This design comes from an exercise in tuning for small area and a short achievable clock period on the open sky130 flow, not from production work.
No run shown here included a check of the RTL's function; only the layout flow was run.
Power figures rest on the tool's default switching activity, not on a simulated workload.

`flow/design.v`:
```
module gbx_len #(
    parameter W = 6
) (
    input  logic         clk,
    input  logic         rst,
    input  logic         tick,
    input  logic         start,
    input  logic         single,
    input  logic [W-1:0] length,
    output logic         en,
    output logic         en_n
);
    logic [W-1:0] cnt;
    logic step;
    assign step = tick & single;
    always_comb begin
        if (rst) en_n = 1'b0;
        else if (start) en_n = 1'b1;
        else if (step & (&cnt)) en_n = 1'b0;
        else en_n = en;
    end
    always_ff @(posedge clk) begin
        en <= en_n;
        if (start) cnt <= length | {W{~|length}};
        else if (step) cnt <= cnt + 1'b1;
    end
endmodule
module gbx_env (
    input  logic       clk,
    input  logic       tick,
    input  logic       start,
    input  logic [3:0] init,
    input  logic       inc,
    input  logic [2:0] n,
    output logic [3:0] vol_n
);
    logic [2:0] cnt;
    logic [3:0] vol;
    always_comb begin
        if (start) vol_n = init;
        else if (tick & (cnt == 3'd0) & (n != 3'd0) & inc) vol_n = (&vol) ? 4'd14 : vol + 1'b1;
        else vol_n = vol;
    end
    always_ff @(posedge clk) begin
        vol <= vol_n;
        if (start) cnt <= n;
        else if (tick) cnt <= (cnt != 3'd0) ? cnt - 1'b1 : n;
    end
endmodule
module gbx_pulse #(
    parameter SWEEP = 1
) (
    input  logic        clk,
    input  logic        len_rst,
    input  logic        len_clk,
    input  logic        env_clk,
    input  logic        sw_clk,
    input  logic        sp,
    input  logic [ 2:0] pace,
    input  logic        dec,
    input  logic [ 2:0] nsh,
    input  logic [ 1:0] duty_n,
    input  logic [ 5:0] length,
    input  logic [ 3:0] init,
    input  logic        inc,
    input  logic [ 2:0] nenv,
    input  logic        single,
    input  logic [10:0] freq,
    output logic [ 3:0] level_n,
    output logic        on
);
    logic [10:0] shadow;
    logic        ovf, ovf_n;
    generate
        if (SWEEP) begin : g_sweep
            logic [3:0] stimer;
            logic sen;
            logic [10:0] delta;
            logic [3:0] reload;
            logic step;
            logic [11:0] res;
            assign delta  = shadow >> nsh;
            assign reload = (pace == 3'd0) ? 4'd8 : {1'b0, pace};
            assign step   = sw_clk & (stimer == 4'd0) & sen;
            assign res    = {1'b0, shadow} + {1'b0, delta ^ {11{dec}}} + {11'd0, dec};
            always_comb begin
                if (sp) ovf_n = 1'b0;
                else if (step & ~dec & ~ovf) ovf_n = res[11];
                else ovf_n = ovf;
            end
            always_ff @(posedge clk) begin
                ovf <= ovf_n;
                if (sp) begin
                    shadow <= freq;
                    stimer <= reload;
                    sen    <= (pace != 3'd0) && (nsh != 3'd0);
                end else if (sw_clk) begin
                    if (stimer != 4'd0) stimer <= stimer - 1'b1;
                    else begin
                        stimer <= reload;
                        if (sen & (dec | ~ovf)) shadow <= res[10:0];
                    end
                end
            end
        end else begin : g_nosweep
            always_ff @(posedge clk) begin
                if (sp) shadow <= freq;
            end
            assign ovf   = 1'b0;
            assign ovf_n = 1'b0;
        end
    endgenerate
    logic [3:0] vol_n;
    gbx_env envelope (
        .clk  (clk),
        .tick (env_clk),
        .start(sp),
        .init (init),
        .inc  (inc),
        .n    (nenv),
        .vol_n(vol_n)
    );
    logic len_en, len_en_n;
    gbx_len #(6) len (
        .clk   (clk),
        .rst   (len_rst),
        .tick  (len_clk),
        .start (sp),
        .single(single),
        .length(length),
        .en    (len_en),
        .en_n  (len_en_n)
    );
    logic [ 2:0] widx, widx_n;
    logic [10:0] pd;
    logic [ 1:0] pdc;
    logic        wrap;
    assign wrap = (pdc == 2'b00) & (&pd);
    always_comb begin
        if (sp) widx_n = 3'd0;
        else if (wrap) widx_n = widx + 1'b1;
        else widx_n = widx;
    end
    always_ff @(posedge clk) begin
        widx <= widx_n;
        if (sp) pdc <= 2'b11;
        else pdc <= pdc - 1'b1;
        if (sp) pd <= freq;
        else if (pdc == 2'b00) pd <= (&pd) ? shadow : pd + 1'b1;
    end
    logic wv_n;
    always_comb begin
        case (duty_n)
            2'b00:   wv_n = &widx_n;
            2'b01:   wv_n = &widx_n[2:1];
            2'b10:   wv_n = widx_n[2];
            default: wv_n = |widx_n[2:1];
        endcase
    end
    assign on      = len_en & ~ovf;
    assign level_n = (len_en_n & ~ovf_n & wv_n) ? vol_n : 4'b0000;
endmodule
module gbx_wave (
    input  logic        clk,
    input  logic        len_rst,
    input  logic        len_clk,
    input  logic        start,
    input  logic        sp,
    input  logic [ 7:0] length,
    input  logic [ 1:0] vol_n,
    input  logic        on,
    input  logic        on_n,
    input  logic        single,
    input  logic [10:0] freq,
    input  logic [ 7:0] byte_n,
    output logic [ 4:0] ptr,
    output logic [ 4:0] ptr_next,
    output logic [ 3:0] level_n,
    output logic        en
);
    logic [11:0] div;
    logic        wrap;
    assign wrap = &div;
    always_comb begin
        if (sp) ptr_next = 5'd0;
        else if (wrap & on) ptr_next = ptr + 1'b1;
        else ptr_next = ptr;
    end
    always_ff @(posedge clk) begin
        ptr <= ptr_next;
        if (sp | wrap) div <= {freq, 1'b0};
        else div <= div + 1'b1;
    end
    logic [3:0] sample_n;
    assign sample_n = ptr_next[0] ? byte_n[3:0] : byte_n[7:4];
    always_comb begin
        if (on_n) begin
            case (vol_n)
                2'b00:   level_n = 4'b0000;
                2'b01:   level_n = sample_n;
                2'b10:   level_n = {1'b0, sample_n[3:1]};
                default: level_n = {2'b00, sample_n[3:2]};
            endcase
        end else level_n = 4'b0000;
    end
    logic en_n;
    gbx_len #(8) len (
        .clk   (clk),
        .rst   (len_rst),
        .tick  (len_clk),
        .start (start),
        .single(single),
        .length(length),
        .en    (en),
        .en_n  (en_n)
    );
endmodule
module gbx_noise (
    input  logic       clk,
    input  logic       len_rst,
    input  logic       len_clk,
    input  logic       env_clk,
    input  logic       sp,
    input  logic [5:0] length,
    input  logic [3:0] init,
    input  logic       inc,
    input  logic [2:0] nenv,
    input  logic [3:0] shift,
    input  logic       width7,
    input  logic [2:0] ratio,
    input  logic       single,
    output logic [3:0] level_n,
    output logic       en
);
    logic [ 6:0] pdiv;
    logic [21:0] calc;
    assign pdiv = (ratio == 3'd0) ? 7'd8 : {ratio, 4'b0000};
    assign calc = {15'd0, pdiv} << shift;
    logic [21:0] ft;
    logic [14:0] lfsr, lfsr_n;
    logic        fb, fire;
    assign fb   = lfsr[0] ^ lfsr[1];
    assign fire = (ft == 22'd0);
    always_comb begin
        if (sp) lfsr_n = {15{1'b1}};
        else if (fire) lfsr_n = width7 ? {fb, lfsr[14:8], fb, lfsr[6:1]} : {fb, lfsr[14:1]};
        else lfsr_n = lfsr;
    end
    always_ff @(posedge clk) begin
        lfsr <= lfsr_n;
        if (sp | fire) ft <= calc;
        else ft <= ft - 1'b1;
    end
    logic [3:0] vol_n;
    gbx_env envelope (
        .clk  (clk),
        .tick (env_clk),
        .start(sp),
        .init (init),
        .inc  (inc),
        .n    (nenv),
        .vol_n(vol_n)
    );
    logic en_n;
    gbx_len #(6) len (
        .clk   (clk),
        .rst   (len_rst),
        .tick  (len_clk),
        .start (sp),
        .single(single),
        .length(length),
        .en    (en),
        .en_n  (en_n)
    );
    assign level_n = (en_n & ~lfsr_n[0]) ? vol_n : 4'b0000;
endmodule
module gb_apu (
    input  logic        clk,
    input  logic        reset,
    input  logic [15:0] addr_i,
    input  logic [ 7:0] data_i,
    input  logic        wren,
    output logic [ 7:0] data_o,
    output logic [15:0] left,
    output logic [15:0] right
);
    logic       hi_ok, in_regs, in_wave, is26;
    logic [4:0] ridx;
    assign hi_ok   = (addr_i[15:6] == 10'b1111111100);
    assign in_regs = hi_ok & (addr_i[5] ^ addr_i[4]);
    assign in_wave = hi_ok & addr_i[5] & addr_i[4];
    assign ridx    = {~addr_i[4], addr_i[3:0]};
    assign is26    = in_regs & (ridx == 5'd22);
    logic [31:0][7:0] regs, regs_n;
    logic             se;
    assign se = regs[22][7];
    logic       clr, wr_ok;
    logic [7:0] dcol;
    assign clr   = reset | (wren & is26 & ~data_i[7]);
    assign wr_ok = wren & in_regs & (se | (is26 & data_i[7]));
    assign dcol  = data_i & {8{~clr}};
    integer i;
    always_comb begin
        for (i = 0; i < 32; i = i + 1) begin
            regs_n[i] = (clr | (wr_ok & (ridx == i[4:0]))) ? dcol : regs[i];
        end
    end
    always_ff @(posedge clk) regs <= regs_n;
    logic [15:0][7:0] wave;
    logic [7:0] cur_byte, byte_n;
    logic [4:0] ptr, ptr_next;
    logic [3:0] wave_waddr;
    logic       wave_we, ch3_dac;
    assign ch3_dac    = regs[10][7];
    assign wave_waddr = ch3_dac ? ptr[4:1] : addr_i[3:0];
    assign wave_we    = ~reset & wren & in_wave;
    integer k;
    always_ff @(posedge clk) begin
        for (k = 0; k < 16; k = k + 1) begin
            if (wave_we & (wave_waddr == k[3:0])) wave[k] <= data_i;
        end
    end
    assign byte_n = (wave_we && (wave_waddr == ptr_next[4:1])) ? data_i : wave[ptr_next[4:1]];
    always_ff @(posedge clk) cur_byte <= byte_n;
    logic [3:0] trig_w, start, sp;
    assign trig_w[0] = wren & data_i[7] & (addr_i == 16'hFF14);
    assign trig_w[1] = wren & data_i[7] & (addr_i == 16'hFF19);
    assign trig_w[2] = wren & data_i[7] & (addr_i == 16'hFF1E);
    assign trig_w[3] = wren & data_i[7] & (addr_i == 16'hFF23);
    always_ff @(posedge clk) begin
        if (~reset) start <= trig_w;
        sp <= reset ? 4'b0000 : (trig_w & ~start);
    end
    logic [15:0] fdiv;
    always_ff @(posedge clk) begin
        if (reset) fdiv <= 16'd0;
        else fdiv <= fdiv + 1'b1;
    end
    logic len_clk, sw_clk, env_clk;
    assign len_clk = &fdiv[13:0];
    assign sw_clk  = &fdiv[14:0];
    assign env_clk = &fdiv[15:0];
    logic [3:0] lv1_n, lv2_n, lv3_n, lv4_n;
    logic ch1_on, ch2_on, ch3_on, ch4_on;
    gbx_pulse #(1) channel_1 (
        .clk    (clk),
        .len_rst(~se),
        .len_clk(len_clk),
        .env_clk(env_clk),
        .sw_clk (sw_clk),
        .sp     (sp[0]),
        .pace   (regs[0][6:4]),
        .dec    (regs[0][3]),
        .nsh    (regs[0][2:0]),
        .duty_n (regs_n[1][7:6]),
        .length (regs[1][5:0]),
        .init   (regs[2][7:4]),
        .inc    (regs[2][3]),
        .nenv   (regs[2][2:0]),
        .single (regs[4][6]),
        .freq   ({regs[4][2:0], regs[3]}),
        .level_n(lv1_n),
        .on     (ch1_on)
    );
    gbx_pulse #(0) channel_2 (
        .clk    (clk),
        .len_rst(~se),
        .len_clk(len_clk),
        .env_clk(env_clk),
        .sw_clk (sw_clk),
        .sp     (sp[1]),
        .pace   (3'd0),
        .dec    (1'b0),
        .nsh    (3'd0),
        .duty_n (regs_n[6][7:6]),
        .length (regs[6][5:0]),
        .init   (regs[7][7:4]),
        .inc    (regs[7][3]),
        .nenv   (regs[7][2:0]),
        .single (regs[9][6]),
        .freq   ({regs[9][2:0], regs[8]}),
        .level_n(lv2_n),
        .on     (ch2_on)
    );
    gbx_wave channel_3 (
        .clk     (clk),
        .len_rst (~se),
        .len_clk (len_clk),
        .start   (start[2]),
        .sp      (sp[2]),
        .length  (regs[11]),
        .vol_n   (regs_n[12][6:5]),
        .on      (ch3_dac),
        .on_n    (regs_n[10][7]),
        .single  (regs[14][6]),
        .freq    ({regs[14][2:0], regs[13]}),
        .byte_n  (byte_n),
        .ptr     (ptr),
        .ptr_next(ptr_next),
        .level_n (lv3_n),
        .en      (ch3_on)
    );
    gbx_noise channel_4 (
        .clk    (clk),
        .len_rst(~se),
        .len_clk(len_clk),
        .env_clk(env_clk),
        .sp     (sp[3]),
        .length (regs[16][5:0]),
        .init   (regs[17][7:4]),
        .inc    (regs[17][3]),
        .nenv   (regs[17][2:0]),
        .shift  (regs[18][7:4]),
        .width7 (regs[18][3]),
        .ratio  (regs[18][2:0]),
        .single (regs[19][6]),
        .level_n(lv4_n),
        .en     (ch4_on)
    );
    logic [31:0][7:0] rdarr;
    always_comb begin
        rdarr     = regs;
        rdarr[22] = {se, 3'b000, ch4_on, ch3_on, ch2_on, ch1_on};
    end
    always_comb begin
        if (in_regs) data_o = rdarr[ridx];
        else if (in_wave) data_o = ch3_dac ? cur_byte : wave[addr_i[3:0]];
        else data_o = 8'hFF;
    end
    logic [7:0] pan_n;
    assign pan_n = regs_n[21];
    logic [5:0] sum_l, sum_r;
    always_ff @(posedge clk) begin
        sum_l <= (pan_n[4] ? {2'b00, lv1_n} : 6'd0) + (pan_n[5] ? {2'b00, lv2_n} : 6'd0)
               + (pan_n[6] ? {2'b00, lv3_n} : 6'd0) + (pan_n[7] ? {2'b00, lv4_n} : 6'd0);
        sum_r <= (pan_n[0] ? {2'b00, lv1_n} : 6'd0) + (pan_n[1] ? {2'b00, lv2_n} : 6'd0)
               + (pan_n[2] ? {2'b00, lv3_n} : 6'd0) + (pan_n[3] ? {2'b00, lv4_n} : 6'd0);
    end
    logic [2:0] vl, vr;
    assign vl = regs[20][6:4] & {3{se}};
    assign vr = regs[20][2:0] & {3{se}};
    logic [8:0] mix_l, mix_r;
    assign mix_l = (vl[0] ? {3'd0, sum_l} : 9'd0) + (vl[1] ? {2'd0, sum_l, 1'b0} : 9'd0)
                 + (vl[2] ? {1'd0, sum_l, 2'b0} : 9'd0);
    assign mix_r = (vr[0] ? {3'd0, sum_r} : 9'd0) + (vr[1] ? {2'd0, sum_r, 1'b0} : 9'd0)
                 + (vr[2] ? {1'd0, sum_r, 2'b0} : 9'd0);
    assign left  = {1'b0, mix_l, 6'b0};
    assign right = {1'b0, mix_r, 6'b0};
endmodule
```
`flow/flow/run.sh`:
```
#!/bin/bash
cp standard.sh standard_sh_copy.txt
cp config.mk config_mk_copy.txt
export BUFFER_PORTS_ARGS="-buffer_cell sky130_fd_sc_hd__buf_4"
bash standard.sh > standard_flow.log 2>&1
```
`flow/standard.sh`:
```
#!/bin/bash
# synth_recipe.tcl (not shown) runs the flow's synth.tcl, then flattens the netlist and writes it again
# the make line also repeats each setting of config.mk as NAME=value (left out here)
make -C /OpenROAD-flow-scripts/flow DESIGN_CONFIG=/design/flow/config.mk WORK_HOME=/design/flow/orfs CLKGATE_MAP_FILE= SYNTH_SCRIPT=/design/flow/synth_recipe.tcl "${@:-finish}"
```
`flow/config.mk`:
```
export PLATFORM = sky130hd
export DESIGN_NAME = gb_apu
export DESIGN_NICKNAME = gb_apu
export VERILOG_FILES = /design/flow/design.v
export SDC_FILE = /design/flow/constraint.sdc
export NUM_CORES = 4
export LEC_CHECK = 0
export CAP_MARGIN = 20
export CORE_MARGIN = 2
export CORE_UTILIZATION = 40
export CTS_CLUSTER_DIAMETER = 80
export CTS_CLUSTER_SIZE = 30
export SETUP_SLACK_MARGIN = 5
export SLEW_MARGIN = 20
```
`flow/constraint.sdc`:
```
create_clock -name core_clock -period 11.0 [get_ports {clk}]
set_input_delay 2.2000 -clock core_clock [delete_from_list [all_inputs] [get_ports {clk}]]
set_output_delay 2.2000 -clock core_clock [all_outputs]
set_load 0.01 [all_outputs]
```
==> results of run 1 <==
-- cells in the final DEF (no fill, tap or decap), types with 32 or more instances in the layout --
| cell | n |
|---|---|
| sky130_fd_sc_hd__a21oi_1 | 125 |
| sky130_fd_sc_hd__and3_1 | 38 |
| sky130_fd_sc_hd__buf_4 | 115 |
| sky130_fd_sc_hd__clkbuf_16 | 32 |
| sky130_fd_sc_hd__dfxtp_1 | 134 |
| sky130_fd_sc_hd__edfxtp_1 | 450 |
| sky130_fd_sc_hd__ha_1 | 59 |
| sky130_fd_sc_hd__inv_1 | 102 |
| sky130_fd_sc_hd__mux2i_1 | 59 |
| sky130_fd_sc_hd__mux4_2 | 122 |
| sky130_fd_sc_hd__nand2_1 | 166 |
| sky130_fd_sc_hd__nand3_1 | 71 |
| sky130_fd_sc_hd__nor2_1 | 177 |
| sky130_fd_sc_hd__nor3_1 | 49 |
| sky130_fd_sc_hd__o21ai_0 | 105 |
| sky130_fd_sc_hd__xnor2_1 | 64 |
| sky130_fd_sc_hd__xor2_1 | 53 |
-- routing by layer --
metal,vias to the layer above,wire length [µm]
li1,8997,-
met1,10100,33100
met2,942,39100
met3,162,6810
met4,0,3080
met5,-,0
-- final cells by class --
type,count,area (µm²),share of cell area
tap,959,1200,0.0360
multi-input combinational,1558,12800,0.384
sequential,586,16200,0.487
inverter,107,425,0.0128
clock buffer,35,812,0.0244
timing repair buffer,145,1530,0.0459
clock inverter,23,309,0.00928
-- power groups by stage --
stage	combinational, µW	sequential (µW)	clock, µW
2_1_floorplan	295	2590	0
3_3_place_gp	396	2630	0
3_5_place_dp	403	2630	0
4_1_cts	448	2580	1440
5_1_grt	490	2600	1520
6_report	460	2580	1420
-- metrics by stage --
step	hold WS, ps	setup slack, ps	cell area (µm²)
after CTS	403	4460	32900
final	400	4420	33300
after global routing	422	4400	33300
after global placement	375	3170	31000
after floorplan	366	4170	29800
after detailed placement	379	2970	31000
-- flip-flops by register name (all words and copies together), names as in the netlist, 5 cells and up --
| name | cells |
|---|---|
| channel_1.pd | 11 |
| regs | 249 |
| channel_4.len.cnt | 6 |
| channel_4.lfsr | 15 |
| wave | 128 |
| channel_2.shadow | 11 |
| channel_2.pd | 11 |
| channel_3.div | 12 |
| channel_2.len.cnt | 6 |
| cur_byte | 8 |
| sum_r | 6 |
| fdiv | 16 |
| channel_1.len.cnt | 6 |
| channel_1.shadow | 11 |
| channel_3.ptr | 5 |
| sum_l | 6 |
| channel_3.len.cnt | 8 |
| channel_4.ft | 22 |
-- cell families (layout without fill, tap and decap cells) --
logic type,Yosys count,count (layout),synth area share
compound gates,417,417,0.0895
xor+xnor,118,118,0.0357
fa+ha+maj,89,89,0.0447
buf+inv,239,310,0.0351
flops,586,586,0.551
mux,214,214,0.125
other cells,1,14,0.000127
simple gates,705,706,0.118
-- cells in the mapped netlist (all sizes together), types with 17 or more instances --
cell type	instances	share of area
xnor2	65	0.020
nor3	56	0.0095
ha	62	0.026
nand2	167	0.021
clkbuf	79	0.010
nor4	22	0.0051
a211oi	20	0.0054
o21ai	125	0.021
nand3	71	0.012
xor2	53	0.016
buf	53	0.011
mux4	122	0.093
nand4	23	0.0056
mux2i	75	0.026
and3	39	0.0083
fa	27	0.018
edfxtp	450	0.46
nor2	194	0.025
dfxtp	136	0.092
a221oi	18	0.0056
nand2b	25	0.0053
a21o	19	0.0048
mux2	17	0.0065
nand3b	22	0.0056
a21oi	128	0.022
inv	107	0.014
-- timing repair --
| action | 4_1_cts | 5_1_grt |
|---|---|---|
| setup buffers | 14 | 16 |
| gates resized for setup | 64 | 51 |
| endpoints found under the setup margin | 20 | 19 |
| gates cloned | 11 | 2 |
| pin swaps | 11 | 20 |
-- worst paths after layout --
path / endpoint / slack [ps]
worst min-delay path: channel_1.pdc[0] / 400
worst max-delay path: data_o[5] / 4420
worst max register to register: sum_l[4] / 4860
worst min register to register: channel_1.pdc[0] / 400
==> summary.txt, run 1 <==
Global routing
The first-pass GRT wire length is 124,000 µm. The layer carrying the most global-route usage is met2. For met1 alone, demand over resource in global routing was 0.290. The number of antenna violations at the first check in global routing came to 2. In the global route stage, met2 resource usage came out at 0.354.

The overall track demand over capacity in global routing is 0.214. The met3 global-route usage is 0.0320. The sum of overflow across all layers after global routing is 0. The number of global-route vias before repair is 19,800. Entering global routing, the biggest net connects 64 pins.

Power
The power per unit of standard cell area is 134 nW/µm². The share of total power dissipated in combinational logic is 0.103. The clock network fraction of total power is 0.318. The sequential cell fraction of total power is 0.579. Internal power comes to 3290 µW. The net load switching power is 1170 µW. The analysis attributes to cell leakage a power of 0.0119 µW.

The total power is 4460 µW. The peak ir drop on the vdd network is 0.146 mV. Of the total power, the share spent switching nets is 0.263.

Timing
Setup repair after global routing could not meet its margin everywhere. The post-route fraction of the period consumed by the critical path is 0.598. Headroom to the max-slew limit came out at 0.202. The final critical delay including setup and external delays is 6580 ps. The number of endpoints with negative hold slack in the final report is 0.

Derived from the worst setup path, the maximum achievable clock frequency is about 0.15 GHz. The post-route clock skew is 49.6 ps. The max-slew violation total from the final report is 0.

Setup violations remaining at the end of the flow were counted as 0. The actual transition at the worst max-transition pin is 1190 ps. For the final routed database, the setup TNS stands at 0 ps.

Floorplanning
The floorplan die area is 75,800 µm². The overall die width is 275 µm. In this run the standard cell core region covers 73,000 µm². The initialized floorplan defines between 90 and 100 standard-cell rows. The die is approximately 280 µm tall.

The number of primary I/O pins is 67. The initial utilization of the core area, before any placement, comes to 0.404.

Worst hold path
The origin of the worst min-delay path is channel_1.pdc[0]. The cell depth of the worst hold path is 1. The min-delay analysis places its worst path in the category reg -> reg.

Clock tree
The number of clock sinks is 586. TritonCTS built the clock tree. Clock-pin slew was measured on the worst setup and hold paths at 100 ps. The worst-case clock buffer depth is 3.

The number of buffers added to fix hold violations after cts is 0. The CTS buffer count is 31. The clock root buffer master is sky130_fd_sc_hd__clkbuf_16. The later pin in the worst-skew pair is clocked with a latency of 650 ps. The number of H-tree levels is 1.

Critical path
The number of cells on the worst reg-to-reg path is 20. The data arrival time of the critical path is 4380 ps. The launching instance or port of the critical path is addr_i[1]. The type of element launching the critical path is an input pin. The critical path goes through buf_12 -> buf_16 -> buf_12 -> buf_12 -> buf_16 -> mux4_2 -> mux4_2 -> mux2i_2 -> a22oi_2 -> buf_4. Among cell families on the critical path, the largest total delay comes from multiplexers. On the worst path, the slowest cell contributes a delay of 540 ps. The start of the worst register-to-register path is channel_3.div[0]. The biggest fanout along the worst timing path is 28. The standard cell with the maximum stage delay on the critical path is sky130_fd_sc_hd__mux4_2.

The most numerous cell type found on the critical path is sky130_fd_sc_hd__buf_12. The instance count on the critical path is 10. The category of the worst setup path capture point is a primary output. For the worst setup path, the data required time is 8800 ps. The class of the most critical setup path is in -> out. The buffering stage count on the worst path with inverters included is 6.

Synth
The flip-flop cell with the highest count after synthesis is sky130_fd_sc_hd__edfxtp_1. The post-synthesis instance total is 2,369. The number of warnings reported in the yosys synthesis log is 8. The share of async-settable or async-resettable flops after synthesis is 0. The portion of the post-synthesis area used by sequential elements is 0.551. In this run, distinct cell masters in the synthesized netlist total 91.

The cell area after synthesis is 29,500 µm². The number of enable flip-flop cells after synthesis is 450. The total of flip-flops plus latches after synthesis is between 500 and 600.

The mean instance size in the synthesized netlist is ~12 µm².

Detailed routing
The remaining design rule violation count is 0. The first-iteration detailed-routing DRC count is between 2,000 and 2,500. In this run the remaining antenna-violating nets after routing total 0.

The first detailed-routing pass ran for 6 iterations. The final route contains 20,200 vias. Using the TritonRoute via totals, the vias-per-cell ratio works out to 5.90. The routed wire length is between 80,000 and 90,000 µm. In the final routed layout, each cell accounts on average for roughly 24 µm.

Cells and area
The relative area change from synthesis to final layout is 13.1%. The count of cells in the finished layout, fillers not included, comes to 3,413. The filler cells instantiated in the layout total 6,417.

The total inserted antenna cells is 0. The layout net count is 2,545. In the final layout, the share of cells above drive strength 1 is 0.189. The final core utilization is 0.457.

Outcome
The flow ran to the end and the layout has no timing, DRC or antenna violations.

Place
The number of instances in the placed design is 3,312. Input and output buffers added on the ports amount to 52. Detailed placement ended at an HPWL of 55,900 µm. The global placement routability congestion is 0.914.

Run
The number of maximum-capacitance constraint violations is 0.
==> run 2, diff against run 1 <==
==> flow/flow/run.sh (replaced) <==
#!/bin/bash
cp standard.sh standard_sh_copy.txt
cp config.mk config_mk_copy.txt
export BUFFER_PORTS_ARGS="-buffer_cell sky130_fd_sc_hd__buf_2"
bash standard.sh > standard_flow.log 2>&1
--- a/flow/config.mk
+++ b/flow/config.mk
@@ -9,6 +9,6 @@
 export CORE_MARGIN = 2
 export CORE_UTILIZATION = 40
 export CTS_CLUSTER_DIAMETER = 80
-export CTS_CLUSTER_SIZE = 30
-export SETUP_SLACK_MARGIN = 5
+export CTS_CLUSTER_SIZE = 20
+export SETUP_SLACK_MARGIN = 4.6
 export SLEW_MARGIN = 20
==> run 2 against run 1 <==
Register-to-register slack improved by 60 ps. Critical path depth is 2 lower. First-iteration DRC count fell by 9.9%. Combinational power is 3% higher. Largest power group unchanged. Wire length increased by 1.9%. Count of clock-buffer cells in the layout up 24. Critical path type unchanged. Still clean on timing, DRC and antenna.
==> summary.txt, run 2 <==
Clock tree
The worst-case clock buffer depth came to 3 (unchanged). The post-CTS clock slew at the launch and capture registers of the worst setup and hold paths was 80 ps (was 100 ps). The number of clock sinks was 586 (unchanged). The clock root buffer master is sky130_fd_sc_hd__clkbuf_16 (unchanged). The number of buffers added to fix hold violations after cts came to 0 (unchanged). The CTS tree is built (unchanged). The number of H-tree levels is 2 (was 1). The CTS buffer count is 38 (was 31).

The clock network latency to the later pin of the worst-skew pair is 610 ps (was 650 ps).

Synth
The share of async-settable or async-resettable flops after synthesis is 0 (unchanged). The number of enable flip-flop cells after synthesis is 450 (unchanged). The number of warnings reported in the yosys synthesis log was 8 (unchanged). The count of cell types in the netlist is 91 (unchanged). Synth top cells by count: sky130_fd_sc_hd__edfxtp_1, sky130_fd_sc_hd__nor2_1, sky130_fd_sc_hd__nand2_1, sky130_fd_sc_hd__dfxtp_1, sky130_fd_sc_hd__a21oi_1 (unchanged).

The library cell with the highest instance count after synthesis is sky130_fd_sc_hd__edfxtp_1 (unchanged). The cell area after synthesis was 29,500 µm² (unchanged). The top-area cell type share of the netlist area is 0.459 (unchanged). The total of flip-flops plus latches after synthesis is 586 (unchanged). Cell types occupying the most area after synthesis: sky130_fd_sc_hd__edfxtp_1, sky130_fd_sc_hd__mux4_2, sky130_fd_sc_hd__dfxtp_1, sky130_fd_sc_hd__ha_1, sky130_fd_sc_hd__mux2i_1 (unchanged). The post-synthesis instance total came to 2,369 (unchanged). The flip-flop cell with the highest count after synthesis is sky130_fd_sc_hd__edfxtp_1 (unchanged). The biggest area consumer among synthesized cells is sky130_fd_sc_hd__edfxtp_1 (unchanged). The portion of the post-synthesis area used by sequential elements is 0.551 (unchanged). The mean instance size in the synthesized netlist was 12.4 µm² (unchanged).

Detailed routing
The remaining antenna violation count is 0 (unchanged). The routed wire length is 83,700 µm (was 82,100 µm). The number of iterations in the first detailed-routing pass was 5 (was 6).

The average wire per standard cell is 24.4 µm (was 24.1 µm). The via count was 20,400 (was 20,200). The average via count per standard cell was 5.95 (was 5.90). The first-iteration detailed-routing DRC count is 1,950 (was 2,164). The remaining design rule violation count is 0 (unchanged).

Global routing
The first-pass GRT wire length is 126,000 µm (was 124,000 µm). The number of antenna violations at the first check in global routing is 3 (was 2). The sum of overflow across all layers after global routing is 0 (unchanged). The number of global-route vias before repair came to 19,900 (was 19,800).

The pin count of the biggest net entering global routing was 64 (unchanged). The overall track demand over capacity in global routing is 0.221 (was 0.214).

Cells and area
The number of fillers in the final layout is 6,436 (was 6,417). Leading cell types in the layout, fill and taps excluded: sky130_fd_sc_hd__edfxtp_1, sky130_fd_sc_hd__nor2_1, sky130_fd_sc_hd__nand2_1 (unchanged). The area taken by flip-flops and latches is 16,200 µm² (unchanged). The relative area change from synthesis to final layout is 13.8% (was 13.1%). Largest registers in the final layout: regs x249, wave x128, channel_4.ft x22 (unchanged). The layout net count came to 2,561 (was 2,545).

The area of the multi-input gates was 12,800 µm² (about the same). The total inserted antenna cells is 0 (unchanged). The most frequent standard cell in the layout excluding fill and tap cells was sky130_fd_sc_hd__edfxtp_1 (unchanged).

The share of final-layout standard cells stronger than drive strength 1 is 0.188 (was 0.189). The flip-flop count of the largest register after layout was 249 (unchanged). The register name with the most flops is regs (unchanged).

Place
The half-perimeter wire length after detailed placement is 55,700 µm (was 55,900 µm). The global placement routability congestion is 0.924 (was 0.914). The number of buffers added on ports is 52 (unchanged).

Critical path
The buffering stage count on the worst path with inverters included is 4 (was 6). The family with the most delay on the worst path is multiplexers (unchanged). The required time reported for the critical path endpoint came to 8800 ps (about the same). The standard cell with the maximum stage delay on the critical path is sky130_fd_sc_hd__mux4_2 (unchanged).

The type of element launching the critical path is an input pin (unchanged). The worst reg-to-reg setup slack is 4920 ps (was 4860 ps). The category of the worst setup path capture point is a primary output (unchanged).

Sequence of cells on the critical path: buf_16 -> buf_12 -> buf_4 -> mux4_2 -> mux4_2 -> mux2i_4 -> a22oi_2 -> buf_2 (was buf_12 -> buf_16 -> buf_12 -> buf_12 -> buf_16 -> mux4_2 -> mux4_2 -> mux2i_2 -> a22oi_2 -> buf_4). The number of cells on the worst reg-to-reg path is 19 (was 20). The biggest fanout along the worst timing path came to 8 (was 28).

The cell type with the highest occurrence count on the critical path is sky130_fd_sc_hd__mux4_2 (was sky130_fd_sc_hd__buf_12). The instance count on the critical path is 8 (was 10). The data arrival time of the critical path was 4330 ps (was 4380 ps). The class of the most critical setup path is in -> out (unchanged). The highest cell delay on the worst timing path is 550 ps (was 540 ps).

Timing
The actual transition at the worst max-transition pin is 1160 ps (was 1190 ps). The maximum frequency from static timing analysis is 0.153 GHz (was 0.152 GHz). The post-route clock skew was 40.8 ps (was 49.6 ps). The number of endpoints with negative hold slack in the final report was 0 (unchanged). The post-route fraction of the period consumed by the critical path is 0.594 (was 0.598).

The setup violation total in the final timing report is 0 (unchanged). The max-slew violation total from the final report is 0 (unchanged). RSZ-0062 raised after global routing: true (unchanged). The final critical delay including setup and external delays is 6530 ps (was 6580 ps).

The worst relative slew slack came to 0.227 (was 0.202). The total negative slack is 0 ps (unchanged).

Power
The static leakage is 0.0120 µW (was 0.0119 µW). The power per unit of standard cell area is 137 nW/µm² (was 134 nW/µm²). The peak ir drop on the vdd network is 0.154 mV (was 0.146 mV). The net load switching power came to 1130 µW (was 1170 µW). The sequential cell fraction of total power was 0.563 (was 0.579).

The share of total power in combinational logic came to 0.103 (about the same). The switching part of the total power is 0.248 (was 0.263). The internal cell power was 3450 µW (was 3290 µW). The clock network fraction of total power is 0.334 (was 0.318). The total power is 4590 µW (was 4460 µW).

Floorplanning
The initial standard-cell utilization of the core was 0.404 (unchanged). The die span in y is 275 µm (unchanged). The floorplan die area was 75,800 µm² (unchanged). The overall die width is 275 µm (unchanged). The number of primary I/O pins is 67 (unchanged). The count of standard-cell rows is 99 (unchanged). The floorplan core area is 73,000 µm² (unchanged).

Worst hold path
The cell depth of the worst hold path is 1 (unchanged). The worst hold path class is reg -> reg (unchanged).

Run
The number of maximum-capacitance constraint violations came to 0 (unchanged).

Outcome
Run status: complete, no violations (unchanged).
[run 2: cell counts after synthesis]
Identical to the previous run, type by type.
[run 2: metrics by stage]
step                std cells   util  worst slack [ps]  area (µm²)  hold slack [ps]
floorplan                2382      -              4170       29700              366
global placement         3308  0.423              3310       30800              374
detailed placement       3308  0.423              3150       30900              384
global route             3433  0.459              4500       33500              420
CTS                      3424  0.456              4530       33300              400
finish                   3433  0.459              4470       33500              401
[run 2: logic make-up (layout without fill, tap and decap cells)]
group,count (synthesis),count (layout),synth area share
xor gates and xnor gates,118,118,0.0357
and+or+nand+nor,705,705,0.118
buffers and inverters,239,330,0.0351
adders and majority gates,89,89,0.0447
DFF,586,586,0.551
muxes,214,214,0.125
AOI/OAI and AO/OA,417,418,0.0895
other,1,14,0.000127
[run 2: final cells by class]
type                            count  share of cell area
Multi-Input combinational cell   1558               0.382
Timing Repair Buffer              154              0.0481
Sequential cell                   586               0.484
Inverter                          107              0.0128
Clock buffer                       59              0.0320
Clock inverter                     10             0.00493
Tap cell                          959              0.0358
[run 2: worst paths after layout]
kind | startpoint | endpoint
hold reg to reg | channel_2.pdc[0] | channel_2.pdc[0]
setup / recovery | addr_i[1] | data_o[4]
hold / removal | channel_2.pdc[0] | channel_2.pdc[0]
setup reg to reg | channel_3.div[0] | sum_l[4]
[run 2: layer usage]
metal  track usage  vias to the layer above  share of wire
li1              -                     9050              -
met1         0.297                    10300           0.41
met2         0.362                      900           0.48
met3        0.0330                      162          0.075
met4        0.0828                        6          0.036
met5             0                        -        0.00049
[run 2: timing repair]
action / CTS / global route
gates resized for setup: 97 / 30
setup endpoints to repair: 18 / 16
pin swaps: 25 / 18
gates cloned: 14 / 1
buffers inserted: 33 / 7
endpoints found under the hold margin: 0 / 0
[run 2: power by group through the flow]
| stage | Combinational, µW | Sequential, µW | Clock (µW) |
|---|---|---|---|
| 6_report | 473 | 2580 | 1530 |
| 2_1_floorplan | 289 | 2590 | 0 |
| 4_1_cts | 461 | 2580 | 1550 |
| 3_3_place_gp | 393 | 2630 | 0 |
| 5_1_grt | 505 | 2600 | 1630 |
| 3_5_place_dp | 401 | 2630 | 0 |
==> run 3, diff against run 2 <==
--- a/flow/config.mk
+++ b/flow/config.mk
@@ -7,8 +7,8 @@
 export LEC_CHECK = 0
 export CAP_MARGIN = 20
 export CORE_MARGIN = 2
-export CORE_UTILIZATION = 40
+export CORE_UTILIZATION = 60
 export CTS_CLUSTER_DIAMETER = 80
-export CTS_CLUSTER_SIZE = 20
+export CTS_CLUSTER_SIZE = 30
 export SETUP_SLACK_MARGIN = 4.6
 export SLEW_MARGIN = 20
==> run 3 against run 2 <==
Final cell count decreased by 9.1%. Clock power fell by 8%. Area after synthesis unchanged. Total power is 3.4% lower. Register-to-register slack better by 60 ps. Die area is 33% lower. Non-clock buffer count down 8. Core utilization is 21 points higher. Synthesized cell count stayed put. Combinational power down 5.7%. Sequential power is essentially flat. Critical path type unchanged. Critical endpoint unchanged. Largest power group unchanged.
==> summary.txt, run 3 <==
Cells and area
The flip-flop count of the largest register after layout is 249 (unchanged). The relative area change from synthesis to final layout came to 11.1% (was 13.8%). The number of fillers in the final layout is 3,607 (was 6,436). The share of final-layout standard cells stronger than drive strength 1 is 0.180 (was 0.188). The area of the multi-input gates is 12,700 µm² (was 12,800 µm²).

The area taken by flip-flops and latches is 16,200 µm² (about the same). The most frequent standard cell in the layout excluding fill and tap cells is sky130_fd_sc_hd__edfxtp_1 (unchanged). Leading cell types in the layout, fill and taps excluded: sky130_fd_sc_hd__edfxtp_1, sky130_fd_sc_hd__nor2_1, sky130_fd_sc_hd__nand2_1 (unchanged).

Largest registers in the final layout: regs x249, wave x128, channel_4.ft x22 (unchanged). The layout net count was 2,546 (was 2,561). The register name with the most flops is regs (unchanged).

Timing
The worst relative slew slack is 0.225 (was 0.227). The final critical delay including setup and external delays is 6380 ps (was 6530 ps). RSZ-0062 raised after global routing: true (unchanged). The max-slew violation total from the final report came to 0 (unchanged). The worst slack on hold paths was 399 ps (was 401 ps). The maximum frequency from static timing analysis is 0.157 GHz (was 0.153 GHz). The actual transition at the worst max-transition pin is 1160 ps (about the same).

The post-route fraction of the period consumed by the critical path is 0.580 (was 0.594). The number of endpoints with negative hold slack in the final report was 0 (unchanged). The setup violation total in the final timing report is 0 (unchanged).

The total negative slack was 0 ps (unchanged). The post-route clock skew came to 22.8 ps (was 40.8 ps). The post-route worst setup slack is 4620 ps (was 4470 ps).

Clock tree
The clock network latency to the later pin of the worst-skew pair came to 640 ps (was 610 ps). The CTS buffer count is 31 (was 38). The number of clock sinks was 586 (unchanged). The number of buffers added to fix hold violations after cts came to 0 (unchanged). The CTS tree is built (unchanged). The clock root buffer master is sky130_fd_sc_hd__clkbuf_16 (unchanged). The number of H-tree levels was 1 (was 2).

The post-CTS clock slew at the launch and capture registers of the worst setup and hold paths is 90 ps (was 80 ps). The worst-case clock buffer depth is 3 (unchanged).

Critical path
The cell type with the highest occurrence count on the critical path is sky130_fd_sc_hd__mux4_2 (unchanged). The type of element launching the critical path is an input pin (unchanged). The data arrival time of the critical path came to 4180 ps (was 4330 ps). The required time reported for the critical path endpoint came to 8800 ps (about the same). The category of the worst setup path capture point was a primary output (unchanged). The highest cell delay on the worst timing path is 520 ps (was 550 ps). The class of the most critical setup path is in -> out (unchanged). Sequence of cells on the critical path: buf_16 -> buf_4 -> bufbuf_16 -> mux4_2 -> mux4_2 -> mux2i_2 -> a22oi_1 -> buf_2 (was buf_16 -> buf_12 -> buf_4 -> mux4_2 -> mux4_2 -> mux2i_4 -> a22oi_2 -> buf_2).

The start of the worst register-to-register path is sp[2] (was channel_3.div[0]). The launching instance or port of the critical path is addr_i[1] (unchanged). The biggest fanout along the worst timing path is 11 (was 8). The standard cell with the maximum stage delay on the critical path is sky130_fd_sc_hd__mux4_2 (unchanged).

Synth
The mean instance size in the synthesized netlist is 12.4 µm² (unchanged). The number of enable flip-flop cells after synthesis is 450 (unchanged). The cell area after synthesis came to 29,500 µm² (unchanged).

The top-area cell type share of the netlist area is 0.459 (unchanged). The post-synthesis instance total is 2,369 (unchanged). The share of async-settable or async-resettable flops after synthesis is 0 (unchanged). The number of warnings reported in the yosys synthesis log came to 8 (unchanged). The biggest area consumer among synthesized cells is sky130_fd_sc_hd__edfxtp_1 (unchanged). The count of cell types in the netlist is 91 (unchanged). The total of flip-flops plus latches after synthesis is 586 (unchanged).

The flip-flop cell with the highest count after synthesis is sky130_fd_sc_hd__edfxtp_1 (unchanged). The portion of the post-synthesis area used by sequential elements came to 0.551 (unchanged). Synth top cells by count: sky130_fd_sc_hd__edfxtp_1, sky130_fd_sc_hd__nor2_1, sky130_fd_sc_hd__nand2_1, sky130_fd_sc_hd__dfxtp_1, sky130_fd_sc_hd__a21oi_1 (unchanged). Cell types occupying the most area after synthesis: sky130_fd_sc_hd__edfxtp_1, sky130_fd_sc_hd__mux4_2, sky130_fd_sc_hd__dfxtp_1, sky130_fd_sc_hd__ha_1, sky130_fd_sc_hd__mux2i_1 (unchanged). The library cell with the highest instance count after synthesis is sky130_fd_sc_hd__edfxtp_1 (unchanged).

Floorplanning
The initial standard-cell utilization of the core is 0.604 (was 0.404). The floorplan core area is 48,700 µm² (was 73,000 µm²). The die span in y is 226 µm (was 275 µm). The overall die width is 226 µm (was 275 µm). The floorplan die area was 50,900 µm² (was 75,800 µm²). The count of standard-cell rows is 81 (was 99). The number of primary I/O pins is 67 (unchanged).

Power
The share of total power in combinational logic is 0.101 (was 0.103). The power per unit of standard cell area came to 135 nW/µm² (was 137 nW/µm²). The static leakage is 0.0119 µW (was 0.0120 µW). The internal cell power is 3280 µW (was 3450 µW). The clock network fraction of total power is 0.316 (was 0.334). The peak ir drop on the vdd network is 0.174 mV (was 0.154 mV).

The sequential cell fraction of total power is 0.583 (was 0.563). The switching part of the total power came to 0.259 (was 0.248). The net load switching power is 1150 µW (was 1130 µW).

Worst hold path
The origin of the worst min-delay path is channel_2.pdc[0] (unchanged). The worst hold path class is reg -> reg (unchanged).

Detailed routing
The average wire per standard cell was 25.7 µm (was 24.4 µm). The number of iterations in the first detailed-routing pass is 6 (was 5). The first-iteration detailed-routing DRC count was 2,553 (was 1,950). The remaining antenna violation count is 0 (unchanged). The remaining design rule violation count is 0 (unchanged).

The routed wire length came to 80,100 µm (was 83,700 µm). The via count is 20,300 (was 20,400). The average via count per standard cell is 6.50 (was 5.95).

Outcome
Run status: complete, no violations (unchanged).

Run
The number of maximum-capacitance constraint violations is 0 (unchanged).

Place
The half-perimeter wire length after detailed placement is 54,300 µm (was 55,700 µm). The number of buffers added on ports is 52 (unchanged). The worst setup timing slack at the placement stage is 3240 ps (was 3150 ps).

The global placement routability congestion is 0.907 (was 0.924).

Global routing
The number of global-route vias before repair is 19,400 (was 19,900). The sum of overflow across all layers after global routing is 0 (unchanged). The number of antenna violations at the first check in global routing is 4 (was 3). The overall track demand over capacity in global routing came to 0.316 (was 0.221). The pin count of the biggest net entering global routing is 57 (was 64).

The first-pass GRT wire length is 120,000 µm (was 126,000 µm).
## run 3: cell counts after synthesis
Identical to the previous run, type by type.
## run 3: final timing paths
kind                                          to  slack [ps]  depth (start not counted)
worst max-delay path                   data_o[4]        4620                          8
worst min-delay path            channel_2.pdc[0]         400                          1
worst max register to register          sum_r[5]        4980                         16
worst min register to register  channel_2.pdc[0]         400                          1
## run 3: area by class of cell
| class | instances | share of cell area |
|---|---|---|
| multi-input combinational | 1558 | 0.388 |
| inverter | 107 | 0.0130 |
| tap | 664 | 0.0254 |
| timing repair buffer | 146 | 0.0428 |
| sequential | 586 | 0.496 |
| antenna | 1 | 0.0000765 |
| clock buffer | 35 | 0.0245 |
| clock inverter | 23 | 0.00990 |
## run 3: cells by family (layout without fill, tap and decap cells)
family                   count (synthesis)  count (layout)  share of synthesized area
AO/OA/AOI/OAI                          417             418                     0.0895
XOR/XNOR                               118             118                     0.0357
adder cells (fa/ha/maj)                 89              89                     0.0447
buffers and inverters                  239             311                     0.0351
flip-flops                             586             586                      0.551
multiplexers                           214             214                      0.125
other                                    1              15                   0.000127
AND/OR/NAND/NOR                        705             705                      0.118
## run 3: power by group through the flow
| stage | Combinational, µW | Sequential (µW) | Clock [µW] |
|---|---|---|---|
| final | 446 | 2580 | 1400 |
| after global routing | 475 | 2590 | 1490 |
| after CTS | 423 | 2580 | 1410 |
| after detailed placement | 391 | 2630 | 0 |
| after global placement | 385 | 2630 | 0 |
| after floorplan | 289 | 2590 | 0 |
## run 3: metrics by stage
step / utilization / area [µm²] / power (µW) / instances
final: 0.671 / 32700 / 4430 / 3120
after CTS: 0.662 / 32300 / 4420 / 3094
after global routing: 0.671 / 32700 / 4560 / 3119
after detailed placement: 0.625 / 30500 / 3030 / 3013
after floorplan: - / 29700 / 2880 / 2382
after global placement: 0.625 / 30500 / 3010 / 3013
## run 3: worst max-delay path, delay by kind of cell
kind / cells / cell delay [ps]
buf+inv: 4 / 730
mux: 3 / 1080
compound gates: 1 / 150
## run 3: repair_timing
action,in CTS,in global routing
cloned,10,1
setup buffers,13,24
pin swaps,13,16
endpoints found under the hold margin,0,0
setup endpoints to repair,18,16
resized for setup,52,43
## run 3: per-layer routing
| metal | vias to the layer above | track usage | part of all wire |
|---|---|---|---|
| met4 | 6 | 0.0961 | 0.037 |
| met2 | 1013 | 0.504 | 0.47 |
| met3 | 182 | 0.0532 | 0.092 |
| li1 | 9012 | - | - |
| met5 | - | 0 | 0.00027 |
| met1 | 10100 | 0.448 | 0.40 |
==> run 4, diff against run 3 <==
--- a/flow/config.mk
+++ b/flow/config.mk
@@ -7,8 +7,8 @@
 export LEC_CHECK = 0
 export CAP_MARGIN = 20
 export CORE_MARGIN = 2
-export CORE_UTILIZATION = 60
+export CORE_UTILIZATION = 75
 export CTS_CLUSTER_DIAMETER = 80
-export CTS_CLUSTER_SIZE = 30
-export SETUP_SLACK_MARGIN = 4.6
+export CTS_CLUSTER_SIZE = 20
+export SETUP_SLACK_MARGIN = 4.5
 export SLEW_MARGIN = 20
==> run 4 against run 3 <==
Critical path type unchanged. Cell area shrank 1.4%. Clock power is essentially flat. Sequential share of layout area up 0.71 points. Via count grew 4.9%. Area after synthesis unchanged.
==> summary.txt, run 4 <==
Critical path
The worst reg-to-reg setup slack was 4730 ps (was 4980 ps). The class of the most critical setup path is in -> out (unchanged). The data arrival time of the critical path came to 4340 ps (was 4180 ps). The start of the worst register-to-register path is regs[0] (was sp[2]).

The endpoint of the worst setup timing path is data_o[2] (was data_o[4]). The category of the worst setup path capture point is a primary output (unchanged). The biggest fanout along the worst timing path is 25 (was 11). The required time reported for the critical path endpoint is 8800 ps (about the same). The launching instance or port of the critical path is addr_i[1] (unchanged). The endpoint of the lowest-slack register-to-register path is sum_r[5] (unchanged). The type of element launching the critical path is an input pin (unchanged).

The number of cells on the worst reg-to-reg path is 18 (was 16).

Detailed routing
The number of iterations in the first detailed-routing pass was 6 (unchanged). The average wire per standard cell is 27.3 µm (was 25.7 µm). The routed wire length is 81,200 µm (was 80,100 µm). The via count came to 21,300 (was 20,300). The remaining antenna violation count is 0 (unchanged). The average via count per standard cell came to 7.16 (was 6.50).

The remaining design rule violation count is 0 (unchanged). The first-iteration detailed-routing DRC count came to 3,190 (was 2,553).

Clock tree
The post-CTS clock slew at the launch and capture registers of the worst setup and hold paths was 80 ps (was 90 ps). The number of clock sinks was 586 (unchanged). The number of H-tree levels is 2 (was 1). The CTS tree is built (unchanged). The clock network latency to the later pin of the worst-skew pair is 590 ps (was 640 ps).

The worst-case clock buffer depth is 3 (unchanged). The number of buffers added to fix hold violations after cts is 0 (unchanged). The CTS buffer count is 36 (was 31). The clock root buffer master is sky130_fd_sc_hd__clkbuf_16 (unchanged).

Global routing
The sum of overflow across all layers after global routing is 0 (unchanged). The number of antenna violations at the first check in global routing was 2 (was 4). The overall track demand over capacity in global routing is 0.390 (was 0.316). The first-pass GRT wire length is 120,000 µm (about the same). The number of global-route vias before repair is 20,600 (was 19,400). The pin count of the biggest net entering global routing is 64 (was 57).

Worst hold path
The worst hold path class is reg -> reg (unchanged).

Timing
The final critical delay including setup and external delays is 6540 ps (was 6380 ps). The max-slew violation total from the final report is 0 (unchanged). The total negative slack is 0 ps (unchanged).

The post-route worst setup slack is 4460 ps (was 4620 ps). The actual transition at the worst max-transition pin is 1280 ps (was 1160 ps). The maximum frequency from static timing analysis is 0.153 GHz (was 0.157 GHz). The worst relative slew slack is 0.137 (was 0.225). The number of endpoints with negative hold slack in the final report is 0 (unchanged). The post-route clock skew came to 23.9 ps (was 22.8 ps). The setup violation total in the final timing report came to 0 (unchanged). RSZ-0062 raised after global routing: true (unchanged). The post-route fraction of the period consumed by the critical path came to 0.595 (was 0.580).

Synth
The post-synthesis instance total was 2,369 (unchanged). The biggest area consumer among synthesized cells is sky130_fd_sc_hd__edfxtp_1 (unchanged). The number of warnings reported in the yosys synthesis log came to 8 (unchanged). The flip-flop cell with the highest count after synthesis is sky130_fd_sc_hd__edfxtp_1 (unchanged). Synth top cells by count: sky130_fd_sc_hd__edfxtp_1, sky130_fd_sc_hd__nor2_1, sky130_fd_sc_hd__nand2_1, sky130_fd_sc_hd__dfxtp_1, sky130_fd_sc_hd__a21oi_1 (unchanged). The cell area after synthesis was 29,500 µm² (unchanged). The share of async-settable or async-resettable flops after synthesis is 0 (unchanged).

The number of enable flip-flop cells after synthesis was 450 (unchanged). The library cell with the highest instance count after synthesis is sky130_fd_sc_hd__edfxtp_1 (unchanged). The top-area cell type share of the netlist area is 0.459 (unchanged). Cell types occupying the most area after synthesis: sky130_fd_sc_hd__edfxtp_1, sky130_fd_sc_hd__mux4_2, sky130_fd_sc_hd__dfxtp_1, sky130_fd_sc_hd__ha_1, sky130_fd_sc_hd__mux2i_1 (unchanged). The mean instance size in the synthesized netlist is 12.4 µm² (unchanged). The total of flip-flops plus latches after synthesis is 586 (unchanged). The count of cell types in the netlist is 91 (unchanged). The portion of the post-synthesis area used by sequential elements is 0.551 (unchanged).

Floorplanning
The overall die width is 202 µm (was 226 µm). The die span in y was 202 µm (was 226 µm). The initial standard-cell utilization of the core is 0.760 (was 0.604). The floorplan die area is 40,900 µm² (was 50,900 µm²). The number of primary I/O pins was 67 (unchanged). The count of standard-cell rows is 72 (was 81).

The floorplan core area is 38,700 µm² (was 48,700 µm²).

Place
The half-perimeter wire length after detailed placement came to 52,900 µm (was 54,300 µm). The number of buffers added on ports is 52 (unchanged). The global placement routability congestion is 0.970 (was 0.907). The worst setup timing slack at the placement stage is 3090 ps (was 3240 ps).

Cells and area
Leading cell types in the layout, fill and taps excluded: sky130_fd_sc_hd__edfxtp_1, sky130_fd_sc_hd__nor2_1, sky130_fd_sc_hd__nand2_1 (unchanged). The share of final-layout standard cells stronger than drive strength 1 was 0.168 (was 0.180). The most frequent standard cell in the layout excluding fill and tap cells is sky130_fd_sc_hd__edfxtp_1 (unchanged). Largest registers in the final layout: regs x249, wave x128, channel_4.ft x22 (unchanged). The register name with the most flops is regs (unchanged).

The layout net count is 2,540 (was 2,546). The final core utilization is 0.833 (was 0.671). The total inserted antenna cells is 0 (was 1). The relative area change from synthesis to final layout is 9.51% (was 11.1%). The flip-flop count of the largest register after layout is 249 (unchanged).

Run
The number of maximum-capacitance constraint violations is 0 (unchanged).

Power
The peak ir drop on the vdd network is 0.146 mV (was 0.174 mV). The power per unit of standard cell area came to 138 nW/µm² (was 135 nW/µm²). The static leakage is 0.0118 µW (was 0.0119 µW).

Outcome
Run status: complete, no violations (unchanged).
## run 4: cell types whose count changed in the layout (fill, tap and decap cells not counted), moves of 3 or more
cell | previous run | this run
sky130_fd_sc_hd__nor2_2 | 10 | 7
sky130_fd_sc_hd__buf_4 | 76 | 67
sky130_fd_sc_hd__clkinv_8 | 6 | 0
sky130_fd_sc_hd__nand3_1 | 71 | 68
sky130_fd_sc_hd__inv_12 | 4 | 0
sky130_fd_sc_hd__buf_6 | 7 | 2
sky130_fd_sc_hd__clkbuf_16 | 31 | 40
sky130_fd_sc_hd__clkbuf_1 | 3 | 21
sky130_fd_sc_hd__nand3_2 | 0 | 3
sky130_fd_sc_hd__buf_2 | 43 | 48
sky130_fd_sc_hd__mux2i_4 | 6 | 1
sky130_fd_sc_hd__mux2i_1 | 64 | 71
## run 4: power breakdown
group | internal, µW | switching [µW]
combinational | 197 | 243
sequential | 2490 | 96.6
clock | 673 | 742
## run 4: logic make-up (layout without fill, tap and decap cells)
family,count (synthesis),in the layout,share of synthesized area
XOR/XNOR,118,118,0.0357
AND/OR/NAND/NOR,705,706,0.118
other,1,14,0.000127
AO/OA/AOI/OAI,417,417,0.0895
multiplexers,214,214,0.125
flip-flops,586,586,0.551
adder cells (fa/ha/maj),89,89,0.0447
buffers and inverters,239,308,0.0351
## run 4: metrics by stage
step                      hold slack (ps)  instances  total power [µW]  cell area (µm²)
after floorplan                       366       2382              2880            29600
after global placement                375       2865              3000            30300
after detailed placement              380       2865              3020            30300
after CTS                             400       2952              4400            31900
after global routing                  409       2970              4530            32300
final                                 401       2970              4450            32300
## run 4: layer usage
| metal | vias up | global-route usage | part of all wire |
|---|---|---|---|
| li1 | 8983 | - | - |
| met1 | 10200 | 0.508 | 0.34 |
| met2 | 1696 | 0.639 | 0.48 |
| met3 | 377 | 0.0843 | 0.12 |
| met4 | 4 | 0.178 | 0.057 |
| met5 | - | 0 | 0.00042 |
## run 4: repair_timing
item | CTS | global route
setup buffers | 14 | 14
gates cloned | 7 | 4
endpoints found under the setup margin | 18 | 16
gates resized for setup | 42 | 32
pin swaps | 7 | 15
## run 4: worst min-delay path by stage
stage,start,end,depth (start not counted)
floorplan,channel_1.pdc[0],channel_1.pdc[0],1
global placement,channel_1.pdc[0],channel_1.pdc[0],1
detailed placement,channel_1.pdc[0],channel_1.pdc[0],1
CTS,channel_1.pdc[0],channel_1.pdc[0],1
global route,channel_1.pdc[0],channel_1.pdc[0],1
finish,channel_1.pdc[0],channel_1.pdc[0],1
## run 4: cell type report
cell class | instances | area (µm²)
multi-input cells | 1558 | 12600
flip-flops and latches | 586 | 16200
clock inverters | 7 | 83.8
inverters | 107 | 428
well taps | 518 | 648
fillers | 1991 | 6480
clock buffers | 59 | 1020
repair buffers | 135 | 1250
## run 4: critical path, cell delays in order
cell and delay, ps:
sky130_fd_sc_hd__buf_16 130, sky130_fd_sc_hd__buf_4 170, sky130_fd_sc_hd__bufbuf_16 340, sky130_fd_sc_hd__mux4_2 350, sky130_fd_sc_hd__mux4_2 590, sky130_fd_sc_hd__mux2i_1 200
sky130_fd_sc_hd__a22oi_1 140, sky130_fd_sc_hd__buf_2 190
==> run 5, diff against run 4 <==
--- a/flow/config.mk
+++ b/flow/config.mk
@@ -5,9 +5,10 @@
 export SDC_FILE = /design/flow/constraint.sdc
 export NUM_CORES = 4
 export LEC_CHECK = 0
+export ABC_AREA = 1
 export CAP_MARGIN = 20
 export CORE_MARGIN = 2
-export CORE_UTILIZATION = 75
+export CORE_UTILIZATION = 60
 export CTS_CLUSTER_DIAMETER = 80
 export CTS_CLUSTER_SIZE = 20
 export SETUP_SLACK_MARGIN = 4.5
==> run 5 against run 4 <==
Wire length increased by 6.1%. Sequential share of layout area increased by 0.37 points. Clock skew increased by 12 ps. Worst setup slack got worse by 100 ps. Cell area decreased by 0.74%. Highest routed layer is now met4. Sequential power increased by 2%. Still clean.
==> summary.txt, run 5 <==
Worst hold path
The worst hold path class is reg -> reg (unchanged). The cell depth of the worst hold path was 1 (unchanged). The origin of the worst min-delay path is channel_1.pdc[0] (unchanged). The end point of the worst hold path is channel_1.pdc[0] (unchanged).

Outcome
Run status: complete, no violations (unchanged).

Cells and area
The layout net count was 3,130 (was 2,540). The flip-flop count of the largest register after layout is 249 (unchanged). The relative area change from synthesis to final layout is 9.98% (was 9.51%). The number of standard cells in the layout, taps in and fillers out is 3,657 (was 2,970). The most frequent standard cell in the layout excluding fill and tap cells is sky130_fd_sc_hd__nand2_1 (was sky130_fd_sc_hd__edfxtp_1). The share of final-layout standard cells stronger than drive strength 1 is 0.104 (was 0.168). The register name with the most flops is regs (unchanged). Leading cell types in the layout, fill and taps excluded: sky130_fd_sc_hd__nand2_1, sky130_fd_sc_hd__edfxtp_1, sky130_fd_sc_hd__inv_1 (was sky130_fd_sc_hd__edfxtp_1, sky130_fd_sc_hd__nor2_1, sky130_fd_sc_hd__nand2_1). Largest registers in the final layout: regs x249, wave x128, channel_4.ft x22 (unchanged).

Synth
The compound-gate portion of the synthesized area is 0.134 (was 0.0895). The multiplexer fraction of the synthesized cell area was 0.000688 (was 0.125). Synth top cells by count: sky130_fd_sc_hd__nand2_1, sky130_fd_sc_hd__edfxtp_1, sky130_fd_sc_hd__inv_1, sky130_fd_sc_hd__nand3_1, sky130_fd_sc_hd__o21ai_0 (was sky130_fd_sc_hd__edfxtp_1, sky130_fd_sc_hd__nor2_1, sky130_fd_sc_hd__nand2_1, sky130_fd_sc_hd__dfxtp_1, sky130_fd_sc_hd__a21oi_1). Cell types occupying the most area after synthesis: sky130_fd_sc_hd__edfxtp_1, sky130_fd_sc_hd__dfxtp_1, sky130_fd_sc_hd__nand2_1, sky130_fd_sc_hd__nand3_1, sky130_fd_sc_hd__inv_1 (was sky130_fd_sc_hd__edfxtp_1, sky130_fd_sc_hd__mux4_2, sky130_fd_sc_hd__dfxtp_1, sky130_fd_sc_hd__ha_1, sky130_fd_sc_hd__mux2i_1). The portion of the post-synthesis area used by sequential elements is 0.558 (was 0.551). The flip-flop cell with the highest count after synthesis is sky130_fd_sc_hd__edfxtp_1 (unchanged).

The top-area cell type share of the netlist area is 0.464 (was 0.459). The share of async-settable or async-resettable flops after synthesis is 0 (unchanged). The share of synthesized cell area in full adder, half adder and majority cells came to 0.0452 (was 0.0447). The number of enable flip-flop cells after synthesis is 450 (unchanged).

The cell area after synthesis was 29,100 µm² (was 29,500 µm²). The post-synthesis instance total is 2,966 (was 2,369). The library cell with the highest instance count after synthesis is sky130_fd_sc_hd__nand2_1 (was sky130_fd_sc_hd__edfxtp_1). The fraction of synthesized cell area in xor and xnor cells is 0.0259 (was 0.0357). The mean instance size in the synthesized netlist came to 9.81 µm² (was 12.4 µm²).

The number of warnings reported in the yosys synthesis log is 8 (unchanged). The dominant combinational cell family by area after synthesis is simple AND/OR/NAND/NOR gates (was multiplexers). The total of flip-flops plus latches after synthesis is 586 (unchanged). The post-synthesis share of cell area spent on and, or, nand and nor gates is 0.170 (was 0.118). The biggest area consumer among synthesized cells is sky130_fd_sc_hd__edfxtp_1 (unchanged). The count of cell types in the netlist was 70 (was 91).

Detailed routing
The remaining design rule violation count is 0 (unchanged). The number of iterations in the first detailed-routing pass is 6 (unchanged). The remaining antenna violation count is 0 (unchanged). The average via count per standard cell is 6.27 (was 7.16). The routed wire length is 86,200 µm (was 81,200 µm). The first-iteration detailed-routing DRC count was 2,918 (was 3,190). The average wire per standard cell is 23.6 µm (was 27.3 µm). The via count is 22,900 (was 21,300).

Global routing
The first-pass GRT wire length is 129,000 µm (was 120,000 µm). The sum of overflow across all layers after global routing came to 0 (unchanged). The pin count of the biggest net entering global routing is 48 (was 64).

The overall track demand over capacity in global routing is 0.337 (was 0.390). The number of global-route vias before repair is 21,700 (was 20,600). The number of antenna violations at the first check in global routing is 1 (was 2).

Power
The total power came to 4710 µW (was 4450 µW). The peak ir drop on the vdd network is 0.138 mV (was 0.146 mV). The power per unit of standard cell area was 147 nW/µm² (was 138 nW/µm²). The static leakage is 0.0125 µW (was 0.0118 µW).

Timing
The number of endpoints with negative hold slack in the final report is 0 (unchanged). The actual transition at the worst max-transition pin is 1170 ps (was 1280 ps). The maximum frequency from static timing analysis came to 0.151 GHz (was 0.153 GHz). The max-slew violation total from the final report is 0 (unchanged). The post-route clock skew is 36.2 ps (was 23.9 ps). The worst relative slew slack is 0.214 (was 0.137). The worst slack on hold paths is 395 ps (was 401 ps).

The final critical delay including setup and external delays is 6640 ps (was 6540 ps). The total negative slack is 0 ps (unchanged). The setup violation total in the final timing report is 0 (unchanged). RSZ-0062 raised after global routing: true (unchanged). The post-route fraction of the period consumed by the critical path is 0.604 (was 0.595).

Critical path
The data arrival time of the critical path is 4440 ps (was 4340 ps). The required time reported for the critical path endpoint is 8800 ps (about the same). The type of element launching the critical path was an input pin (unchanged). The category of the worst setup path capture point is a primary output (unchanged).

The class of the most critical setup path is in -> out (unchanged). The biggest fanout along the worst timing path is 46 (was 25). The endpoint of the lowest-slack register-to-register path was sum_r[3] (was sum_r[5]). The start of the worst register-to-register path is channel_3.div[0] (was regs[0]). The worst reg-to-reg setup slack came to 5130 ps (was 4730 ps). The number of cells on the worst reg-to-reg path came to 22 (was 18).

Place
The global placement routability congestion is 0.932 (was 0.970). The number of instances in the placed design came to 3,561 (was 2,865). The half-perimeter wire length after detailed placement is 57,300 µm (was 52,900 µm).

The number of buffers added on ports came to 52 (unchanged).

Floorplanning
The number of primary I/O pins is 67 (unchanged). The floorplan core area came to 47,800 µm² (was 38,700 µm²). The floorplan die area came to 50,300 µm² (was 40,900 µm²).

The count of standard-cell rows is 80 (was 72). The initial standard-cell utilization of the core was 0.608 (was 0.760). The overall die width is 224 µm (was 202 µm). The die span in y was 224 µm (was 202 µm).

Clock tree
The CTS tree is built (unchanged). The number of H-tree levels is 2 (unchanged). The post-CTS clock slew at the launch and capture registers of the worst setup and hold paths is 80 ps (about the same).

The CTS buffer count was 37 (was 36). The number of buffers added to fix hold violations after cts came to 0 (unchanged). The clock network latency to the later pin of the worst-skew pair was 600 ps (was 590 ps). The number of clock sinks was 586 (unchanged). The worst-case clock buffer depth is 3 (unchanged). The clock root buffer master is sky130_fd_sc_hd__clkbuf_16 (unchanged).

Run
The number of maximum-capacitance constraint violations is 0 (unchanged).
-- run 5: changes by cell type after synthesis, sizes merged, moves of 95 or more --
cell	before	now
nand3	71	251
o21ai	125	220
nand2	167	506
inv	107	334
a22oi	9	153
mux4	122	0
-- run 5: critical path, cell delays in order --
cell and delay, ps:
sky130_fd_sc_hd__clkbuf_4 160, sky130_fd_sc_hd__inv_4 60, sky130_fd_sc_hd__nand2_4 90, sky130_fd_sc_hd__buf_12 170, sky130_fd_sc_hd__inv_12 100, sky130_fd_sc_hd__buf_16 210
sky130_fd_sc_hd__a22oi_1 170, sky130_fd_sc_hd__a21oi_1 150, sky130_fd_sc_hd__o41ai_4 480, sky130_fd_sc_hd__nand2_1 110, sky130_fd_sc_hd__o21ai_0 120, sky130_fd_sc_hd__nand2_1 160
sky130_fd_sc_hd__buf_2 180
-- run 5: power breakdown --
group	internal (µW)	total, µW	switching [µW]
logic	191	558	367
clock network	743	1520	778
registers	2530	2630	99.3
-- run 5: worst max-delay path by stage --
stage | start | to | slack (ps)
6_report | addr_i[0] | data_o[5] | 4360
5_1_grt | addr_i[0] | data_o[5] | 4390
4_1_cts | addr_i[0] | data_o[5] | 4330
3_5_place_dp | addr_i[0] | data_o[5] | 3460
3_3_place_gp | addr_i[0] | data_o[5] | 3500
2_1_floorplan | addr_i[4] | sum_r[3] | 4580
-- run 5: timing repair --
action / CTS / global route
resized for setup: 62 / 40
pin swaps: 8 / 14
gates cloned: 6 / 3
setup endpoints to repair: 16 / 16
setup buffers: 11 / 9
-- run 5: area by class of cell --
class / count / area, µm²
sequential: 586 / 16200
fill: 3801 / 15800
multi-input combinational: 1920 / 11300
inverter: 340 / 1330
timing repair buffer: 128 / 1170
clock buffer: 58 / 1090
tap: 615 / 769
clock inverter: 8 / 120
timing repair inverter: 1 / 7.51
antenna: 1 / 2.50
-- run 5: cells by family (layout without fill, tap and decap cells) --
logic type      Yosys count  after routing
buf+inv                 473            535
other cells               1             15
fa+ha+maj                89             89
flops                   586            586
mux                       2              2
simple gates           1094           1094
xor+xnor                 86             86
compound gates          635            635
-- run 5: metrics by stage --
stage | cell area, µm² | util | setup WS, ps
CTS | 31700 | 0.663 | 4330
global route | 32000 | 0.669 | 4390
floorplan | 29200 | - | 4580
detailed placement | 30000 | 0.626 | 3460
global placement | 29900 | 0.625 | 3500
finish | 32000 | 0.669 | 4360
-- run 5: per-layer routing --
| metal | up-vias | GRT usage | wire (µm) |
|---|---|---|---|
| met1 | 11000 | 0.461 | 34200 |
| met2 | 1285 | 0.537 | 39500 |
| met4 | 0 | 0.124 | 3690 |
| met5 | - | 0 | 0 |
| li1 | 10500 | - | - |
| met3 | 224 | 0.0678 | 8770 |

## afterwards: timing with drivers on the ports
In the flow no input, the clock included, has a driving cell. The finished layouts below were timed again as built, in two steps. Step 1 assumes that a clkbuf_16 drives the clock port and a buf_2 every other input. Step 2 adds t to the input delays and takes it off the output delays; t is the mean of the earliest and latest rising clock arrival at the registers after step 1. Input paths then give back, and output paths get back, about the clock's delay inside the block. Slacks: no drivers / after step 1 / after step 2; pairs: no drivers / after step 1.
| run | t (ns) | setup WS [ns] | hold slack, ns | latest minus earliest clock arrival (ns) |
|---|---|---|---|---|
| run 1 | 0.701 | 4.424 / 4.275 / 3.938 | 0.400 / 0.400 / 0.400 | 0.056 / 0.056 |
| run 2 | 0.660 | 4.468 / 4.236 / 3.974 | 0.401 / 0.401 / 0.401 | 0.042 / 0.042 |
| run 3 | 0.691 | 4.615 / 4.327 / 3.871 | 0.399 / 0.399 / 0.399 | 0.026 / 0.027 |
| run 4 | 0.633 | 4.460 / 4.225 / 3.852 | 0.401 / 0.401 / 0.401 | 0.033 / 0.033 |
| run 5 | 0.645 | 4.356 / 4.314 / 4.124 | 0.395 / 0.395 / 0.395 | 0.037 / 0.037 |
After both steps setup and hold are still met in every run listed. For run 3, which loses most, drivers alone change the setup slack by -0.288 ns; drivers and shift together by -0.744 ns.
